Source: an optimization exercise on an open RTL-to-GDS flow (aim: small area). Production flows keep margins and buffers that such runs may drop.
The RTL was checked by simulation tests, not by an equivalence proof against the original design.
Power and IR drop assume default switching activity.

==> v29 <==
==> flow/design.v <==
module sha2in(
  input clk,rst_b,lst_pkt,
  input [63:0] pkt,
  output [511:0] blk,
  output blk_val,msg_end
);
  localparam DATA=2'd0, PAD=2'd1, ZERO=2'd2, STOP=2'd3;
  reg [1:0] st;
  reg [2:0] idx;       
  reg [15:0] n;        
  reg bv;
  reg [511:0] sr;
  wire data = (st == DATA);
  wire mgln = (st == ZERO) & (&idx);
  wire [63:0] w = data ? pkt : {st == PAD, 41'b0, mgln ? n : 16'b0, 6'b0};
  always @(posedge clk)
    sr <= {sr[447:0], w};
  assign blk = sr;
  always @(posedge clk or negedge rst_b)
    if (!rst_b) begin
      st <= DATA;
      idx <= 3'd0;
      n <= 16'd0;
      bv <= 1'b0;
    end else begin
      idx <= idx + 3'd1;
      if (data) n <= n + 16'd1;
      bv <= (&idx) & (st != STOP);
      case (st)
        DATA: if (lst_pkt) st <= PAD;
        PAD:  st <= ZERO;
        ZERO: if (&idx) st <= STOP;
        default: ;
      endcase
    end
  assign blk_val = bv;
  assign msg_end = bv & (st == STOP);
endmodule
==> flow/flow/run.sh <==
#!/bin/bash
# Standard layout, with the port buffers made from the smallest buffer cell
# (buf_1) instead of the one buffer_ports picks by default.
set -euo pipefail
export BUFFER_PORTS_ARGS="-buffer_cell sky130_fd_sc_hd__buf_1"
bash standard.sh > standard.log 2>&1
==> flow/standard.sh <==
#!/bin/bash
# synth_recipe.tcl (not shown) runs the flow's synth.tcl, then flattens the netlist and writes it again
# the make line also repeats each setting of config.mk as NAME=value (left out here)
make -C /OpenROAD-flow-scripts/flow DESIGN_CONFIG=/design/flow/config.mk WORK_HOME=/design/flow/orfs CLKGATE_MAP_FILE= SYNTH_SCRIPT=/design/flow/synth_recipe.tcl "${@:-finish}"
==> flow/config.mk <==
export PLATFORM = sky130hd
export DESIGN_NAME = sha2in
export DESIGN_NICKNAME = sha2in
export VERILOG_FILES = /design/flow/design.v
export SDC_FILE = /design/flow/constraint.sdc
export NUM_CORES = 4
export LEC_CHECK = 0
export CAP_MARGIN = 20
export CORE_MARGIN = 2
export CORE_UTILIZATION = 40
export CTS_BUF_LIST = sky130_fd_sc_hd__clkbuf_8
export CTS_CLUSTER_DIAMETER = 50
export CTS_CLUSTER_SIZE = 20
export SLEW_MARGIN = 20
==> flow/constraint.sdc <==
create_clock -name core_clock -period 4.0 [get_ports {clk}]
set_input_delay 0.8000 -clock core_clock [delete_from_list [all_inputs] [get_ports {clk}]]
set_output_delay 0.8000 -clock core_clock [all_outputs]
set_load 0.01 [all_outputs]
==> v36 (differences from v29) <==
==> flow/flow/run.sh (replaced) <==
#!/bin/bash
# Standard layout, with the port buffers made from the smallest buffer cell
# (buf_1) and the clock tree built without dummy loads.
set -euo pipefail
export BUFFER_PORTS_ARGS="-buffer_cell sky130_fd_sc_hd__buf_1"
export CTS_ARGS="-sink_clustering_enable -repair_clock_nets -dont_use_dummy_load -buf_list sky130_fd_sc_hd__clkbuf_4 -sink_clustering_size 12 -sink_clustering_max_diameter 40"
bash standard.sh > standard.log 2>&1
Settings changed: ABC_AREA set to 1, CTS_BUF_LIST sky130_fd_sc_hd__clkbuf_8 to unset, CTS_CLUSTER_DIAMETER 50 to unset, CTS_CLUSTER_SIZE 20 to unset.
==> v6 (differences from v29) <==
==> flow/design.v, changed modules only <==
module sha2in(
  input clk,rst_b,lst_pkt,
  input [63:0] pkt,
  output [511:0] blk,
  output blk_val,msg_end
);
  reg d, z;
  reg [2:0] idx;       
  reg [15:0] n;        
  reg bv;
  reg [511:0] sr;
  wire last = &idx;
  wire mgln = ~d & z & last;
  wire [63:0] w = d ? pkt : {~z, 41'b0, mgln ? n : 16'b0, 6'b0};
  always @(posedge clk)
    sr <= {sr[447:0], w};
  assign blk = sr;
  always @(posedge clk or negedge rst_b)
    if (!rst_b) begin
      d <= 1'b1;
      z <= 1'b0;
      idx <= 3'd0;
      n <= 16'd0;
      bv <= 1'b0;
    end else begin
      idx <= idx + 3'd1;
      n <= n + {15'd0, d};
      bv <= last & ~(d & z);
      d <= d ? (z | ~lst_pkt) : (z & last);
      z <= z | ~d;
    end
  assign blk_val = bv;
  assign msg_end = bv & d & z;
endmodule
==> flow/flow/run.sh (replaced) <==
#!/bin/bash
# Standard layout, with the port buffers made from the smallest buffer cell
# (buf_1) and the clock tree built without dummy loads.
set -euo pipefail
export BUFFER_PORTS_ARGS="-buffer_cell sky130_fd_sc_hd__buf_1"
export CTS_ARGS="-sink_clustering_enable -repair_clock_nets -dont_use_dummy_load -buf_list sky130_fd_sc_hd__clkbuf_8 -sink_clustering_size 24 -sink_clustering_max_diameter 40"
bash standard.sh > standard.log 2>&1
Settings changed: CTS_BUF_LIST sky130_fd_sc_hd__clkbuf_8 to unset, CTS_CLUSTER_DIAMETER 50 to unset, CTS_CLUSTER_SIZE 20 to unset, PLACE_DENSITY set to 0.9.
==> summary.md <==
| Metric | Value |
|---|---|
| Finished Cell Area | ~15000 µm² |
| Vias in the first global route | between 7000 and 8000 |
| Layout clock area frac | approximately 4.3% |
| Placed Cells | roughly 1600 |
| Starting Density | 40.5% |
| Most frequent cells in the layout | 579 x buf_1, 512 x dfxtp_1, 47 x and2_1, 47 x clkbuf_8, 21 x dfrtp_1 |
| Global-route wire length before repair | approximately 44000 µm |
| Status | no timing/DRC/antenna violations |
| Crit. path cell count | 2 |
The numbers above come from v6.

==> summary.md <==
| Metric | Value |
|---|---|
| Status | no timing/DRC/antenna violations |
| Starting Density | 40.6% |
| Most frequent cells in the layout | 580 x buf_1, 512 x dfxtp_1, 103 x nand2_1, 68 x inv_1, 56 x clkbuf_4 |
| Finished Cell Area | 15100 µm² |
| Placed Cells | approximately 1800 |
The numbers above come from v36.

==> summary.md <==
| Metric | Value |
|---|---|
| Status | no timing/DRC/antenna violations |
| Global-route wire length before repair | roughly 46000 µm |
| Most frequent cells in the layout | 580 x buf_1, 512 x dfxtp_1, 48 x and2_1, 42 x clkbuf_8, 22 x dfrtp_1 |
| R2r startpoint | st[1] |
| Worst-path clk slew | about 0.11 ns |
| Drt drc | 0 |
| Vias in the first global route | between 6000 and 7000 |
| Synth Cell Area | 11800 µm² |
The numbers above come from v29.


==> run a <==
RTL: the design.v shown in full above, as it stands there.
==> flow/config.mk <==
export PLATFORM = sky130hd
export DESIGN_NAME = sha2in
export DESIGN_NICKNAME = sha2in
export VERILOG_FILES = /design/flow/design.v
export SDC_FILE = /design/flow/constraint.sdc
export NUM_CORES = 4
export LEC_CHECK = 0
export CAP_MARGIN = 20
export CORE_MARGIN = 2
export CORE_UTILIZATION = 40
export SLEW_MARGIN = 20
==> flow/constraint.sdc <==
create_clock -name core_clock -period 4.0 [get_ports {clk}]
set_input_delay 0.8000 -clock core_clock [delete_from_list [all_inputs] [get_ports {clk}]]
set_output_delay 0.8000 -clock core_clock [all_outputs]
set_load 0.01 [all_outputs]
standard.sh (not shown) runs the stock make flow with config.mk's settings and CLKGATE_MAP_FILE= SYNTH_SCRIPT=/design/flow/synth_recipe.tcl, a recipe that flattens the netlist after the stock synthesis.
==> flow/flow/run.sh <==
#!/bin/bash
# Standard layout, with the port buffers made from the smallest buffer cell
# (buf_1) and the clock tree built without dummy loads.
set -euo pipefail
export BUFFER_PORTS_ARGS="-buffer_cell sky130_fd_sc_hd__buf_1"
export CTS_ARGS="-sink_clustering_enable -repair_clock_nets -dont_use_dummy_load -buf_list sky130_fd_sc_hd__clkbuf_4 -sink_clustering_size 12 -sink_clustering_max_diameter 40"
bash standard.sh > standard.log 2>&1
==> inputs of run b, as changes to run a <==
==> flow/design.v (replaced) <==
module sha2in(
  input clk,rst_b,lst_pkt,
  input [63:0] pkt,
  output [511:0] blk,
  output blk_val,msg_end
);
  reg d, z;
  reg [2:0] idx;       
  reg [15:0] n;        
  reg bv;
  reg [511:0] sr;
  wire last = &idx;
  wire mgln = ~d & z & last;
  wire [63:0] w = d ? pkt : {~z, 41'b0, mgln ? n : 16'b0, 6'b0};
  always @(posedge clk)
    sr <= {sr[447:0], w};
  assign blk = sr;
  always @(posedge clk or negedge rst_b)
    if (!rst_b) begin
      d <= 1'b1;
      z <= 1'b0;
      idx <= 3'd0;
      n <= 16'd0;
      bv <= 1'b0;
    end else begin
      idx <= idx + 3'd1;
      n <= n + {15'd0, d};
      bv <= last & ~(d & z);
      d <= d ? (z | ~lst_pkt) : (z & last);
      z <= z | ~d;
    end
  assign blk_val = bv;
  assign msg_end = bv & d & z;
endmodule
==> flow/run.sh (new file) <==
#!/bin/bash
# synth_recipe.tcl (not shown) runs the flow's synth.tcl, then flattens the netlist and writes it again
# the make line also repeats each setting of config.mk as NAME=value (left out here)
make -C /OpenROAD-flow-scripts/flow DESIGN_CONFIG=/design/flow/config.mk WORK_HOME=/design/flow/orfs CLKGATE_MAP_FILE= SYNTH_SCRIPT=/design/flow/synth_recipe.tcl finish
Settings changed: CTS_BUF_LIST set to sky130_fd_sc_hd__clkbuf_4, CTS_CLUSTER_DIAMETER set to 30, CTS_CLUSTER_SIZE set to 10.
removed: flow/flow/run.sh
removed: flow/standard.sh
==> notes.md <==
Run status: run a complete, no violations; run b complete, no violations
Relative contribution of combinational cells to total power: run a 0.4%; run b 8.5%
Max frequency: run a 403 MHz; run b 369 MHz
Shortest period the worst path allows: run a 2.48 ns; run b 2.71 ns
Clk slew on worst S/H paths: run a 0.12 ns; run b 0.10 ns
Power density over the cells: run a 505 mW/mm^2; run b 553 mW/mm^2
Routability Congestion: run a 0.908; run b 0.849
Cell-internal power: run a 5.99 mW; run b 8.08 mW
Detailed Route WL: run a 33,900 um; run b 36,700 um
Placement Setup Slack: run a 2.04 ns; run b 1.76 ns
Placed cell count: run a 1,626; run b 1,615
Fraction of final layout cells sized beyond drive strength 1: run a 5.54%; run b 10.1%
Area of the die: run a 0.0309 sq mm; run b 0.0305 sq mm
Combined global-route utilization of all metal layers: run a 20.7%; run b 23.5%
Routing usage on met3: run a 7.64%; run b 10.0%

==> inputs of 12-02 <==
sha2in with an RTL version that a note above also has.
## sha2in
module sha2in(
  input clk,rst_b,lst_pkt,
  input [63:0] pkt,
  output [511:0] blk,
  output blk_val,msg_end
);
  reg d, z;
  reg [2:0] idx;       
  reg [15:0] n;        
  reg bv;
  reg [511:0] sr;
  wire last = &idx;
  wire mgln = ~d & z & last;
  wire [63:0] w = d ? pkt : {~z, 41'b0, mgln ? n : 16'b0, 6'b0};
  always @(posedge clk)
    sr <= {sr[447:0], w};
  assign blk = sr;
  always @(posedge clk or negedge rst_b)
    if (!rst_b) begin
      d <= 1'b1;
      z <= 1'b0;
      idx <= 3'd0;
      n <= 16'd0;
      bv <= 1'b0;
    end else begin
      idx <= idx + 3'd1;
      n <= n + {15'd0, d};
      bv <= last & ~(d & z);
      d <= d ? (z | ~lst_pkt) : (z & last);
      z <= z | ~d;
    end
  assign blk_val = bv;
  assign msg_end = bv & d & z;
endmodule
==> module sha2in, before the edit <==
module sha2in(
  input clk,rst_b,lst_pkt,
  input [63:0] pkt,
  output [511:0] blk,
  output blk_val,msg_end
);
  reg d, z;
  reg [2:0] idx;       
  reg [15:0] n;        
  reg bv;
  reg [511:0] sr;
  wire last = &idx;
  wire mgln = ~d & z & last;
  wire [63:0] w = d ? pkt : {~z, 41'b0, mgln ? n : 16'b0, 6'b0};
  always @(posedge clk)
    sr <= {sr[447:0], w};
  assign blk = sr;
  always @(posedge clk or negedge rst_b)
    if (!rst_b) begin
      d <= 1'b1;
      z <= 1'b0;
      idx <= 3'd0;
      n <= 16'd0;
      bv <= 1'b0;
    end else begin
      idx <= idx + 3'd1;
      n <= n + {15'd0, d};
      bv <= last & ~(d & z);
      d <= d ? (z | ~lst_pkt) : (z & last);
      z <= z | ~d;
    end
  assign blk_val = bv;
  assign msg_end = bv & d & z;
endmodule
==> flow/config.mk <==
export PLATFORM = sky130hd
export DESIGN_NAME = sha2in
export DESIGN_NICKNAME = sha2in
export VERILOG_FILES = /design/flow/design.v
export SDC_FILE = /design/flow/constraint.sdc
export NUM_CORES = 4
export LEC_CHECK = 0
export CAP_MARGIN = 20
export CORE_MARGIN = 2
export CORE_UTILIZATION = 40
export SLEW_MARGIN = 20
==> flow/constraint.sdc <==
create_clock -name core_clock -period 4.0 [get_ports {clk}]
set_input_delay 0.8000 -clock core_clock [delete_from_list [all_inputs] [get_ports {clk}]]
set_output_delay 0.8000 -clock core_clock [all_outputs]
set_load 0.01 [all_outputs]
==> flow/flow/run.sh <==
#!/bin/bash
# Standard layout, with the port buffers made from the smallest buffer cell
# (buf_1) and the clock tree built without dummy loads.
set -euo pipefail
export BUFFER_PORTS_ARGS="-buffer_cell sky130_fd_sc_hd__buf_1"
export CTS_ARGS="-sink_clustering_enable -dont_use_dummy_load -buf_list sky130_fd_sc_hd__clkbuf_4 -sink_clustering_size 12 -sink_clustering_max_diameter 40"
bash standard.sh > standard.log 2>&1
==> inputs of 07-20, as changes to 12-02 <==
==> flow/design.v, changed modules only <==
module sha2in(
  input clk,rst_b,lst_pkt,
  input [63:0] pkt,
  output [511:0] blk,
  output blk_val,msg_end
);
  localparam DATA=2'd0, PAD=2'd1, ZERO=2'd2, STOP=2'd3;
  reg [1:0] st;
  reg [2:0] idx;       
  reg [15:0] n;        
  reg bv;
  reg [511:0] sr;
  wire data = (st == DATA);
  wire mgln = (st == ZERO) & (&idx);
  wire [63:0] w = data ? pkt : {st == PAD, 41'b0, mgln ? n : 16'b0, 6'b0};
  always @(posedge clk)
    sr <= {sr[447:0], w};
  assign blk = sr;
  always @(posedge clk or negedge rst_b)
    if (!rst_b) begin
      st <= DATA;
      idx <= 3'd0;
      n <= 16'd0;
      bv <= 1'b0;
    end else begin
      idx <= idx + 3'd1;
      if (data) n <= n + 16'd1;
      bv <= (&idx) & (st != STOP);
      case (st)
        DATA: if (lst_pkt) st <= PAD;
        PAD:  st <= ZERO;
        ZERO: if (&idx) st <= STOP;
        default: ;
      endcase
    end
  assign blk_val = bv;
  assign msg_end = bv & (st == STOP);
endmodule
==> flow/flow/run.sh (replaced) <==
#!/bin/bash
# Standard layout, with the port buffers made from the smallest buffer cell
# (buf_1) and the clock tree built without dummy loads.
set -euo pipefail
export BUFFER_PORTS_ARGS="-buffer_cell sky130_fd_sc_hd__buf_1"
export CTS_ARGS="-sink_clustering_enable -repair_clock_nets -dont_use_dummy_load -buf_list sky130_fd_sc_hd__clkbuf_8 -sink_clustering_size 20 -sink_clustering_max_diameter 50"
bash standard.sh > standard.log 2>&1
==> inputs of 06-05, as changes to 12-02 <==
==> flow/design.v, changed modules only <==
module dec #(parameter w=2)(
	input [w-1:0] s,
	input e,
	output reg [2**w-1:0] o
);
	always @ (*) begin
		o = 0;
		if (e)
  		  o[s] = 1;
	end
endmodule
module rgst #(
	parameter w=8
)(
	input clk, rst_b, ld, clr,
	input [w-1:0] d,
	output reg [w-1:0] q
);
	always @ (posedge clk, negedge rst_b)
		if (!rst_b)			q <= 0;
		else if (clr)			q <= 0;
		else if (ld)			q <= d;
endmodule
module cntr #(parameter w=8)(
	input clk, rst_b,c_up,clr,
	output reg [w-1:0] q
);
	always @ (posedge clk, negedge rst_b)
		if (!rst_b)			q <= 0;
		else if (c_up)			q <= q+1;
		else if (clr)			q <= 0;
endmodule
module pktmux(
  input [63:0] pkt,msg_len,
  input pad_pkt,zero_pkt,mgln_pkt,
  output reg [63:0] o
);
  always @ (*)
    if (pad_pkt == 1)         o=(1<<63);
    else if (zero_pkt == 1)   o=0;
    else if (mgln_pkt == 1)   o=msg_len;
    else                      o=pkt;
endmodule
module regfl(
  input clk,rst_b,we,
  input [2:0] s,
  input [63:0] d,
  output [511:0] q
);
  wire [7:0] dout;
  dec #(.w(3)) inst1(.s(s),.e(we),.o(dout));
  generate
    genvar i;
    for (i=0; i<8; i=i+1) begin:v
      rgst #(.w(64)) gi(.clk(clk),.rst_b(rst_b),.clr(1'b0),.d(d),.ld(dout[i]),
          .q(q[511-i*64:448-i*64]));
    end
  endgenerate
endmodule
module sha2indpath(
  input clk,rst_b,clr,st_pkt,pad_pkt,zero_pkt,mgln_pkt,
  input [63:0] pkt,
  output [2:0] idx,
  output [511:0] blk
);
  wire [63:0] mlen, mout;
  wire [21:0] mlen_r;
  assign mlen = {42'b0, mlen_r};
  pktmux inst1(.pkt(pkt),.pad_pkt(pad_pkt),.zero_pkt(zero_pkt),
      .mgln_pkt(mgln_pkt),.msg_len(mlen),.o(mout));
  regfl inst2(.clk(clk),.rst_b(rst_b),.we(st_pkt),.d(mout),
      .s(idx),.q(blk));
  cntr #(.w(3)) inst3(.clk(clk),.rst_b(rst_b),.clr(clr),.c_up(st_pkt),.q(idx));
  rgst #(.w(22)) inst4(.clk(clk),.rst_b(rst_b),.clr(clr),.q(mlen_r),
      .ld(st_pkt&(~(pad_pkt|zero_pkt|mgln_pkt))),
      .d(mlen_r+22'd64));
endmodule
module sha2inctrl(
  input clk,rst_b,lst_pkt,
  input [2:0] idx,
  output reg st_pkt,pad_pkt,
  output reg zero_pkt,mgln_pkt,
  output reg blk_val,msg_end
);
  localparam START=0,RX_PKT=1,PAD=2,ZERO=3,MGLN=4,MSG_END=5,STOP=6;
  reg [2:0] st,st_nxt;
  always @ (*)
    case(st)
      START,RX_PKT: if (lst_pkt == 0)             st_nxt=RX_PKT;
                    else                          st_nxt=PAD;
      PAD,ZERO:     if (idx == 6)                 st_nxt=MGLN;
                    else                          st_nxt=ZERO;
      MGLN:                                       st_nxt=MSG_END;
      MSG_END,STOP:                               st_nxt=STOP;
      default:                                    st_nxt=STOP;
    endcase
  always @ (*) begin
    blk_val=0;
    msg_end=0;
    st_pkt=0;
    pad_pkt=0;
    zero_pkt=0;
    mgln_pkt=0;
    case(st)
      START: begin
        st_pkt=1; end
      RX_PKT: begin
        st_pkt=1;
        if (idx == 0)
          blk_val=1; end
      PAD: begin
        st_pkt=1;
        pad_pkt=1;
        if (idx == 0)
          blk_val=1; end
      ZERO: begin
        st_pkt=1;
        zero_pkt=1;
        if (idx == 0)
          blk_val=1; end
      MGLN: begin
        st_pkt=1;
        mgln_pkt=1; end
      MSG_END: begin
        blk_val=1;
        msg_end=1; end
    endcase
  end
  always @ (posedge clk, negedge rst_b)
    if (rst_b == 0)                                 st<=START;
    else                                            st<=st_nxt;
endmodule
module sha2in(
  input clk,rst_b,lst_pkt,
  input [63:0] pkt,
  output [511:0] blk,
  output blk_val,msg_end
);
  wire [2:0] idx;
  wire st_pkt,pad_pkt,zero_pkt,mgln_pkt;
  sha2inctrl ctrl(.clk(clk),.rst_b(rst_b),.lst_pkt(lst_pkt),.idx(idx),
      .st_pkt(st_pkt),.pad_pkt(pad_pkt),.zero_pkt(zero_pkt),
      .mgln_pkt(mgln_pkt),.blk_val(blk_val),.msg_end(msg_end));
  sha2indpath dpath(.clk(clk),.rst_b(rst_b),.clr(1'b0),.st_pkt(st_pkt),
      .pad_pkt(pad_pkt),.zero_pkt(zero_pkt),.mgln_pkt(mgln_pkt),
      .pkt(pkt),.idx(idx),.blk(blk));
endmodule
==> flow/run.sh (new file) <==
#!/bin/bash
# synth_recipe.tcl (not shown) runs the flow's synth.tcl, then flattens the netlist and writes it again
# the make line also repeats each setting of config.mk as NAME=value (left out here)
make -C /OpenROAD-flow-scripts/flow DESIGN_CONFIG=/design/flow/config.mk WORK_HOME=/design/flow/orfs CLKGATE_MAP_FILE= SYNTH_SCRIPT=/design/flow/synth_recipe.tcl finish
removed: flow/flow/run.sh
removed: flow/standard.sh
==> reports/results.ini <==
[place]
gp_congestion=0.8464

[pwr]
p_int_mw=13.87

[cells_and_area]
fin_nets=2469
num_antenna_cells=0

[routing]
met3WireLength_um=5507

[yosys]
synth_mux_area_frac=0.0005663

[die]
die_h_um=227.0

[outcome]
status=no timing/DRC/antenna violations

[global_route]
grt_max_degree=89

[timing]
timing.final.ws_setup_ps=589.9

Source of the figures above: 06-05

==> reports/results.ini <==
[outcome]
status=no timing/DRC/antenna violations

[cells_and_area]
fin_nets=1361
num_antenna_cells=2

[place]
gp_congestion=0.8833

[timing]
fin_tns_setup_ps=0
timing.final.ws_setup_ps=1290
worst_pin_slew_ps=665.3

[routing]
met3WireLength_um=2724

[die]
row_count=62

[pwr]
p_int_mw=6.450

[yosys]
synth_mux_area_frac=0

Source of the figures above: 12-02

==> reports/results.ini <==
[yosys]
synth_mux_area_frac=0.003714

[outcome]
status=no timing/DRC/antenna violations

[routing]
met3WireLength_um=3079

[timing]
timing.final.ws_setup_ps=1717

[place]
gp_congestion=0.9076

[pwr]
p_int_mw=6.190

[cells_and_area]
num_antenna_cells=1
fin_nets=1357

[global_route]
grt_max_degree=47

[die]
die_h_um=175.7

Source of the figures above: 07-20

## static timing again, ports no longer ideal
How much do the figures lean on ideal ports? The routed layouts below were timed once more, with nothing changed but the port constraints. Step 1 (the two cells are an assumption about what drives the block):
set clk [get_ports {clk}]
set_driving_cell -lib_cell sky130_fd_sc_hd__clkbuf_16 $clk
set_driving_cell -lib_cell sky130_fd_sc_hd__buf_2 [delete_from_list [all_inputs] $clk]
Step 2 moves the port delays by t, midway between the first and last clock arrival at a register: inputs arrive t later, outputs are due t later. That takes back most of the time a late clock gives input paths. Three values: ideal ports, drivers, drivers and shift; two values: the first two.
run	t, ns	setup WS [ns]	latest minus earliest clock arrival (ns)	worst data-port slew with drivers (ns)
v29	0.589	1.680 / 1.637 / 2.002	0.033 / 0.033	0.07
v36	0.710	1.657 / 1.609 / 1.826	0.094 / 0.094	0.10
v6	0.583	1.236 / 1.195 / 1.778	0.097 / 0.097	0.10
run a	0.709	1.517 / 1.473 / 1.974	0.088 / 0.087	0.07
run b	0.732	1.294 / 1.249 / 1.784	0.050 / 0.050	0.13
12-02	0.705	1.290 / 1.240 / 1.945	0.085 / 0.084	0.11
07-20	0.570	1.717 / 1.674 / 2.004	0.076 / 0.076	0.07
06-05	0.649	0.590 / 0.535 / 1.184	0.013 / 0.013	0.08
After both steps setup and hold are still met in every run listed.
